Context: an optimization exercise on an open-source flow, tuned for small area. The choices shown serve that exercise and are no tape-out recipe.
At most, simulation tests tie the RTL to the original design; equivalence was not proved.
No activity file was given, so power comes from the tool's default toggle rates.

==> trial 96: inputs <==
Design ws_systolic_array, start of the top module:
module ws_systolic_array # (
    parameter DATA_WIDTH = 8
)
(
    input                           clk         ,
    input                           rstn        ,
    input                           i_start     ,
    input       [DATA_WIDTH-1 : 0]  i_w_col_1   ,    
    input       [DATA_WIDTH-1 : 0]  i_w_col_2   ,    
    input       [DATA_WIDTH-1 : 0]  i_w_col_3   ,    
    input       [DATA_WIDTH-1 : 0]  i_w_col_4   ,    
    input       [DATA_WIDTH-1 : 0]  i_f_row_1   ,    
    input       [DATA_WIDTH-1 : 0]  i_f_row_2   ,    
    input       [DATA_WIDTH-1 : 0]  i_f_row_3   ,    
    input       [DATA_WIDTH-1 : 0]  i_f_row_4   ,    
    output    [2*DATA_WIDTH-1 : 0]  o_p_col_1   ,    
    output    [2*DATA_WIDTH-1 : 0]  o_p_col_2   ,    
    output    [2*DATA_WIDTH-1 : 0]  o_p_col_3   ,    
    output    [2*DATA_WIDTH-1 : 0]  o_p_col_4        
);
Settings: LEC_CHECK=0, CAP_MARGIN=20, CORE_MARGIN=2, CORE_UTILIZATION=40, SLEW_MARGIN=20, SYNTH_HIERARCHICAL=1, SYNTH_MINIMUM_KEEP_SIZE=0; clock period 7.5 ns.
run.sh (not shown) runs the stock make flow with config.mk's settings and CLKGATE_MAP_FILE= SYNTH_SCRIPT=/design/flow/synth_recipe.tcl, a recipe that flattens the netlist after the stock synthesis.
==> trial 49 (differences from trial 96) <==
Settings changed: GPL_TIMING_DRIVEN set to 0.
==> qor summary <==
|  | trial 49 | trial 96 |
|---|---|---|
| Outcome | timing/DRC/antenna clean | timing/DRC/antenna clean |
| Fraction of standard cell area that is sequential | 23.6% | 23.4% |
| Total Routed Length | 94.4 mm | 94.5 mm |
| Plain + repair buffers | 330 | 312 |
| Placer congestion estimate | 0.919 | 0.923 |
| First-pass GRT wire length | 149 mm | 148 mm |
| Element type at the critical path start | flip-flop | input pin |
| Post-synthesis to final-layout area growth | 12.4% | 13.2% |
| Met3 wirelength from detailed routing | 6.30 mm | 6.83 mm |
| GR Layer Usage met1 | 29.0% | 30.1% |
| Flop pwr share | 44.7% | 45.8% |
| Met3 usage in global routing | 4.12% | 3.31% |
| Pin count of the biggest net entering global routing | 84 | 68 |
| Via-to-Cell Ratio | 5.04 | 5.10 |
| Clock buffer count from CTS | 43 | 46 |
| Post-cts resize count | 74 | 7 |
| Global-route met2 utilization | 36.6% | 35.6% |
| Critical path's slowest cell | sky130_fd_sc_hd__fa_1 | sky130_fd_sc_hd__clkdlybuf4s50_1 |
| Reg2Reg Depth | 21 | 22 |
| Diode insertion count for antenna repair | 1 | 0 |
| Highest clock rate | 138 MHz | 137 MHz |
| Proportion of power drawn by the clock network | 40.7% | 40.9% |
| Final worst hold slack | 0.348 ns | 0.345 ns |


==> run B: inputs <==
Another version of the RTL of ws_systolic_array (not shown whole).
clock: 7.5 ns
lec_check: 0
cap_margin: 20
core_margin: 2
core_utilization: 40
gpl_timing_driven: 0
slew_margin: 20
synth_hierarchical: 1
synth_minimum_keep_size: 0
standard.sh (not shown) runs the stock make flow with config.mk's settings and CLKGATE_MAP_FILE= SYNTH_SCRIPT=/design/flow/synth_recipe.tcl, a recipe that flattens the netlist after the stock synthesis.
==> flow/flow/run.sh <==
#!/bin/bash
# The standard layout (standard.sh, unchanged synthesis), with two changes:
# the port buffers use the smallest buffer cell, and the clock tree is built
# without dummy loads.  make's output goes to standard.log.
set -euo pipefail
cd "$(dirname "$0")/.."
bash standard.sh \
  "BUFFER_PORTS_ARGS=-buffer_cell sky130_fd_sc_hd__buf_1" \
  "CTS_ARGS=-sink_clustering_enable -repair_clock_nets -dont_use_dummy_load" \
  finish > standard.log 2>&1
==> run C (differences from run B) <==
--- a/flow/design.v
+++ b/flow/design.v
@@ -23,20 +23,22 @@
     assign y = ~(a ^ b);
 endmodule
 module processing_element # (
     parameter DATA_WIDTH = 8
 )
 (
-    input       [4*DATA_WIDTH-1 : 0]    i_fmap_n,    
+    input       [4*DATA_WIDTH-1 : 0]    i_fmap  ,    
     input       [4*DATA_WIDTH-1 : 0]    i_weight,    
-    input                   [3 : 0]     i_en_n  ,    
+    input                   [3 : 0]     i_en    ,    
+    input                   [3 : 0]     i_sh    ,    
     input                               i_clr   ,    
     output      [2*DATA_WIDTH-1 : 0]    o_sum
 );
     wire [255:0] pp;
-    wire [31:0]  fg = ~(i_fmap_n | {{8{i_en_n[3]}}, {8{i_en_n[2]}}, {8{i_en_n[1]}}, {8{i_en_n[0]}}});
+    wire [3:0]   en = i_en & i_sh;
+    wire [31:0]  fg = i_fmap & {{8{en[3]}}, {8{en[2]}}, {8{en[1]}}, {8{en[0]}}};
     genvar gr, gi, gj;
     generate for (gr = 0; gr < 4; gr = gr + 1) begin : g_r
         for (gi = 0; gi < 8; gi = gi + 1) begin : g_i
             for (gj = 0; gj < 8; gj = gj + 1) begin : g_j
                 pp_cell u_pp (.a(fg[gr*8 + gi]), .b(i_weight[gr*8 + gj]), .y(pp[gr*64 + gi*8 + gj]));
             end
@@ -909,29 +911,29 @@
     reg     [DW-1 : 0]  r_f1 [1:6];
     reg     [DW-1 : 0]  r_f2 [1:5];
     reg     [DW-1 : 0]  r_f3 [1:4];
     reg     [DW-1 : 0]  r_f4 [1:3];
     always @ (posedge clk) begin
         if (!r_load) begin
-            r_f1[1] <= ~i_f_row_1;  r_f1[2] <= r_f1[1];  r_f1[3] <= r_f1[2];
-            r_f2[1] <= ~i_f_row_2;  r_f2[2] <= r_f2[1];  r_f2[3] <= r_f2[2];
-            r_f3[1] <= ~i_f_row_3;  r_f3[2] <= r_f3[1];  r_f3[3] <= r_f3[2];
-            r_f4[1] <= ~i_f_row_4;  r_f4[2] <= r_f4[1];  r_f4[3] <= r_f4[2];
+            r_f1[1] <= i_f_row_1;  r_f1[2] <= r_f1[1];  r_f1[3] <= r_f1[2];
+            r_f2[1] <= i_f_row_2;  r_f2[2] <= r_f2[1];  r_f2[3] <= r_f2[2];
+            r_f3[1] <= i_f_row_3;  r_f3[2] <= r_f3[1];  r_f3[3] <= r_f3[2];
+            r_f4[1] <= i_f_row_4;  r_f4[2] <= r_f4[1];  r_f4[3] <= r_f4[2];
         end
         r_f1[4] <= r_f1[3];  r_f1[5] <= r_f1[4];  r_f1[6] <= r_f1[5];
         r_f2[4] <= r_f2[3];  r_f2[5] <= r_f2[4];
         r_f3[4] <= r_f3[3];
     end
     wire    [3 : 0]     live_nx;                 
     assign live_nx[3] = wok_nx;                  
     assign live_nx[2] = wok_nx & clr_nx[0];      
     assign live_nx[1] = wok_nx & clr_nx[1];      
     assign live_nx[0] = wok_nx & clr_nx[2];      
     wire    [DW-1 : 0]  tap [1:4][1:4];          
     wire  [2*DW-1 : 0]  sum [1:4];
-    assign tap[4][1] = ~i_f_row_4;
+    assign tap[4][1] = i_f_row_4;
     assign tap[4][2] = r_f4[1];
     assign tap[4][3] = r_f4[2];
     assign tap[4][4] = r_f4[3];
     assign tap[3][1] = r_f3[1];
     assign tap[3][2] = r_f3[2];
     assign tap[3][3] = r_f3[3];
@@ -941,25 +943,27 @@
     assign tap[2][3] = r_f2[4];
     assign tap[2][4] = r_f2[5];
     assign tap[1][1] = r_f1[3];
     assign tap[1][2] = r_f1[4];
     assign tap[1][3] = r_f1[5];
     assign tap[1][4] = r_f1[6];
-    reg     [3 : 0]     r_en_n [1:4];            
-    always @ (posedge clk) begin
-        r_en_n[1] <= ~live_nx;
-        r_en_n[2] <= ~(live_nx & {shf_nx[0], shf_nx[1], shf_nx[2], shf_nx[3]});
-        r_en_n[3] <= ~(live_nx & {shf_nx[1], shf_nx[2], shf_nx[3], shf_nx[4]});
-        r_en_n[4] <= ~(live_nx & {shf_nx[2], shf_nx[3], shf_nx[4], shf_nx[5]});
-    end
+    reg     [3 : 0]     r_live;                  
+    always @ (posedge clk)
+        r_live <= live_nx;
+    wire    [3 : 0]     sh [1:4];                
+    assign sh[1] = 4'b1111;
+    assign sh[2] = {r_shf[0], r_shf[1], r_shf[2], r_shf[3]};
+    assign sh[3] = {r_shf[1], r_shf[2], r_shf[3], r_shf[4]};
+    assign sh[4] = {r_shf[2], r_shf[3], r_shf[4], r_shf[5]};
     genvar gc;
     generate for (gc = 1; gc <= 4; gc = gc + 1) begin : g_col
         processing_element # (.DATA_WIDTH(DW)) u_mac (
-            .i_fmap_n ({tap[4][gc], tap[3][gc], tap[2][gc], tap[1][gc]}),
+            .i_fmap   ({tap[4][gc], tap[3][gc], tap[2][gc], tap[1][gc]}),
             .i_weight ({r_w[4][gc], r_w[3][gc], r_w[2][gc], r_w[1][gc]}),
-            .i_en_n   (r_en_n[gc]),
+            .i_en     (r_live),
+            .i_sh     (sh[gc]),
             .i_clr    (z),
             .o_sum    (sum[gc])
         );
     end endgenerate
     reg   [2*DW-1 : 0]  r_p [1:4];
     always @ (posedge clk) begin
==> flow/flow/run.sh (replaced) <==
#!/bin/bash
# The standard layout (standard.sh, unchanged synthesis), with two changes:
# the port buffers use the smallest buffer cell, and the clock tree is built
# without dummy loads.  make's output goes to standard.log.
set -euo pipefail
cd "$(dirname "$0")/.."
bash standard.sh \
  "BUFFER_PORTS_ARGS=-buffer_cell sky130_fd_sc_hd__buf_1" \
  "CTS_ARGS=-sink_clustering_enable -repair_clock_nets -dont_use_dummy_load -buf_list sky130_fd_sc_hd__clkbuf_4 -sink_clustering_size 9 -sink_clustering_max_diameter 45" \
  finish > standard.log 2>&1
==> run D (differences from run B) <==
--- a/flow/design.v
+++ b/flow/design.v
@@ -23,20 +23,20 @@
     assign y = ~(a ^ b);
 endmodule
 module processing_element # (
     parameter DATA_WIDTH = 8
 )
 (
-    input       [4*DATA_WIDTH-1 : 0]    i_fmap_n,    
+    input       [4*DATA_WIDTH-1 : 0]    i_fmap  ,    
     input       [4*DATA_WIDTH-1 : 0]    i_weight,    
-    input                   [3 : 0]     i_en_n  ,    
+    input                   [3 : 0]     i_en    ,    
     input                               i_clr   ,    
     output      [2*DATA_WIDTH-1 : 0]    o_sum
 );
     wire [255:0] pp;
-    wire [31:0]  fg = ~(i_fmap_n | {{8{i_en_n[3]}}, {8{i_en_n[2]}}, {8{i_en_n[1]}}, {8{i_en_n[0]}}});
+    wire [31:0]  fg = i_fmap & {{8{i_en[3]}}, {8{i_en[2]}}, {8{i_en[1]}}, {8{i_en[0]}}};
     genvar gr, gi, gj;
     generate for (gr = 0; gr < 4; gr = gr + 1) begin : g_r
         for (gi = 0; gi < 8; gi = gi + 1) begin : g_i
             for (gj = 0; gj < 8; gj = gj + 1) begin : g_j
                 pp_cell u_pp (.a(fg[gr*8 + gi]), .b(i_weight[gr*8 + gj]), .y(pp[gr*64 + gi*8 + gj]));
             end
@@ -909,29 +909,29 @@
     reg     [DW-1 : 0]  r_f1 [1:6];
     reg     [DW-1 : 0]  r_f2 [1:5];
     reg     [DW-1 : 0]  r_f3 [1:4];
     reg     [DW-1 : 0]  r_f4 [1:3];
     always @ (posedge clk) begin
         if (!r_load) begin
-            r_f1[1] <= ~i_f_row_1;  r_f1[2] <= r_f1[1];  r_f1[3] <= r_f1[2];
-            r_f2[1] <= ~i_f_row_2;  r_f2[2] <= r_f2[1];  r_f2[3] <= r_f2[2];
-            r_f3[1] <= ~i_f_row_3;  r_f3[2] <= r_f3[1];  r_f3[3] <= r_f3[2];
-            r_f4[1] <= ~i_f_row_4;  r_f4[2] <= r_f4[1];  r_f4[3] <= r_f4[2];
+            r_f1[1] <= i_f_row_1;  r_f1[2] <= r_f1[1];  r_f1[3] <= r_f1[2];
+            r_f2[1] <= i_f_row_2;  r_f2[2] <= r_f2[1];  r_f2[3] <= r_f2[2];
+            r_f3[1] <= i_f_row_3;  r_f3[2] <= r_f3[1];  r_f3[3] <= r_f3[2];
+            r_f4[1] <= i_f_row_4;  r_f4[2] <= r_f4[1];  r_f4[3] <= r_f4[2];
         end
         r_f1[4] <= r_f1[3];  r_f1[5] <= r_f1[4];  r_f1[6] <= r_f1[5];
         r_f2[4] <= r_f2[3];  r_f2[5] <= r_f2[4];
         r_f3[4] <= r_f3[3];
     end
     wire    [3 : 0]     live_nx;                 
     assign live_nx[3] = wok_nx;                  
     assign live_nx[2] = wok_nx & clr_nx[0];      
     assign live_nx[1] = wok_nx & clr_nx[1];      
     assign live_nx[0] = wok_nx & clr_nx[2];      
     wire    [DW-1 : 0]  tap [1:4][1:4];          
     wire  [2*DW-1 : 0]  sum [1:4];
-    assign tap[4][1] = ~i_f_row_4;
+    assign tap[4][1] = i_f_row_4;
     assign tap[4][2] = r_f4[1];
     assign tap[4][3] = r_f4[2];
     assign tap[4][4] = r_f4[3];
     assign tap[3][1] = r_f3[1];
     assign tap[3][2] = r_f3[2];
     assign tap[3][3] = r_f3[3];
@@ -941,25 +941,25 @@
     assign tap[2][3] = r_f2[4];
     assign tap[2][4] = r_f2[5];
     assign tap[1][1] = r_f1[3];
     assign tap[1][2] = r_f1[4];
     assign tap[1][3] = r_f1[5];
     assign tap[1][4] = r_f1[6];
-    reg     [3 : 0]     r_en_n [1:4];            
+    reg     [3 : 0]     r_en [1:4];              
     always @ (posedge clk) begin
-        r_en_n[1] <= ~live_nx;
-        r_en_n[2] <= ~(live_nx & {shf_nx[0], shf_nx[1], shf_nx[2], shf_nx[3]});
-        r_en_n[3] <= ~(live_nx & {shf_nx[1], shf_nx[2], shf_nx[3], shf_nx[4]});
-        r_en_n[4] <= ~(live_nx & {shf_nx[2], shf_nx[3], shf_nx[4], shf_nx[5]});
+        r_en[1] <= live_nx;
+        r_en[2] <= live_nx & {shf_nx[0], shf_nx[1], shf_nx[2], shf_nx[3]};
+        r_en[3] <= live_nx & {shf_nx[1], shf_nx[2], shf_nx[3], shf_nx[4]};
+        r_en[4] <= live_nx & {shf_nx[2], shf_nx[3], shf_nx[4], shf_nx[5]};
     end
     genvar gc;
     generate for (gc = 1; gc <= 4; gc = gc + 1) begin : g_col
         processing_element # (.DATA_WIDTH(DW)) u_mac (
-            .i_fmap_n ({tap[4][gc], tap[3][gc], tap[2][gc], tap[1][gc]}),
+            .i_fmap   ({tap[4][gc], tap[3][gc], tap[2][gc], tap[1][gc]}),
             .i_weight ({r_w[4][gc], r_w[3][gc], r_w[2][gc], r_w[1][gc]}),
-            .i_en_n   (r_en_n[gc]),
+            .i_en     (r_en[gc]),
             .i_clr    (z),
             .o_sum    (sum[gc])
         );
     end endgenerate
     reg   [2*DW-1 : 0]  r_p [1:4];
     always @ (posedge clk) begin
==> flow/flow/run.sh (replaced) <==
#!/bin/bash
# The standard layout (standard.sh, unchanged synthesis), with two changes:
# the port buffers use the smallest buffer cell, and the clock tree is built
# without dummy loads.  make's output goes to standard.log.
set -euo pipefail
cd "$(dirname "$0")/.."
bash standard.sh \
  "BUFFER_PORTS_ARGS=-buffer_cell sky130_fd_sc_hd__buf_1" \
  "CTS_ARGS=-sink_clustering_enable -repair_clock_nets -dont_use_dummy_load -buf_list sky130_fd_sc_hd__clkbuf_8 -sink_clustering_size 16 -sink_clustering_max_diameter 60" \
  finish > standard.log 2>&1
==> qor summary <==
item	run D	run B	run C
Worst reg2reg path startpoint	r_en[3][0]	r_en_n[1][0]	r_live[0]
Internal Dissipation	3.11 mW	3.59 mW	2.75 mW
Result of the run	finished clean	finished clean	finished clean
IR drop worst, VDD	0.135 mV	0.161 mV	0.157 mV
Utilization after layout	0.436	0.449	0.437
Final clock-cell share	0.0173	0.0287	0.0137
Global-route wire length before repair	144000 um	143000 um	145000 um
GPL Wtd Cong	0.898	0.899	0.915
HP Start	r_f1[5][0]	r_shf[4]	r_f1[4][5]
Power drawn by the sequential cells	2.51 mW	2.55 mW	2.38 mW
Clk_skew	70.1 ps	90.1 ps	168 ps
Share of the clock period used by the worst path after layout	0.969	0.964	0.964
Via density per instance	5.24	5.21	5.27
YS warnings	21	21	19
Count of unique library cells instantiated by Yosys	27	29	24
Post-Route M1 WL	36600 um	37400 um	36800 um
Multi-input gate share of the layout cell area	0.672	0.661	0.679
For run B, only the layout was checked, not whether the RTL still works.

-- re-timing with driven ports --
The flow's constraints put no driver on any port. The routed layouts listed below were extracted and timed again, unchanged, in two steps. Step 1 assumes that a clkbuf_16 drives the clock port and a buf_2 every other input. Step 2, shift: input delay + t, output delay - t, t = (earliest + latest rising clock arrival at the registers) / 2. This alone moves slack from input paths to output paths. Slacks: ideal / step 1 / step 2; pairs: ideal / step 1.
run | t (ns) | setup slack, ns | worst register clock-pin slew, ns
trial 96 | 0.670 | 0.188 / 0.232 / -0.438 | 0.06 / 0.06
trial 49 | 0.643 | 0.238 / 0.238 / -0.359 | 0.07 / 0.07
run B | 0.647 | 0.271 / 0.282 / -0.341 | 0.06 / 0.06
run C | 0.870 | 0.272 / 0.272 / -0.164 | 0.11 / 0.11
run D | 0.715 | 0.233 / 0.233 / -0.260 | 0.10 / 0.10
Met with ideal ports but missed after step 2: setup timing in every run listed. The setup slack of trial 96, which loses most, moves by +0.044 ns with the drivers and by -0.626 ns with both steps.
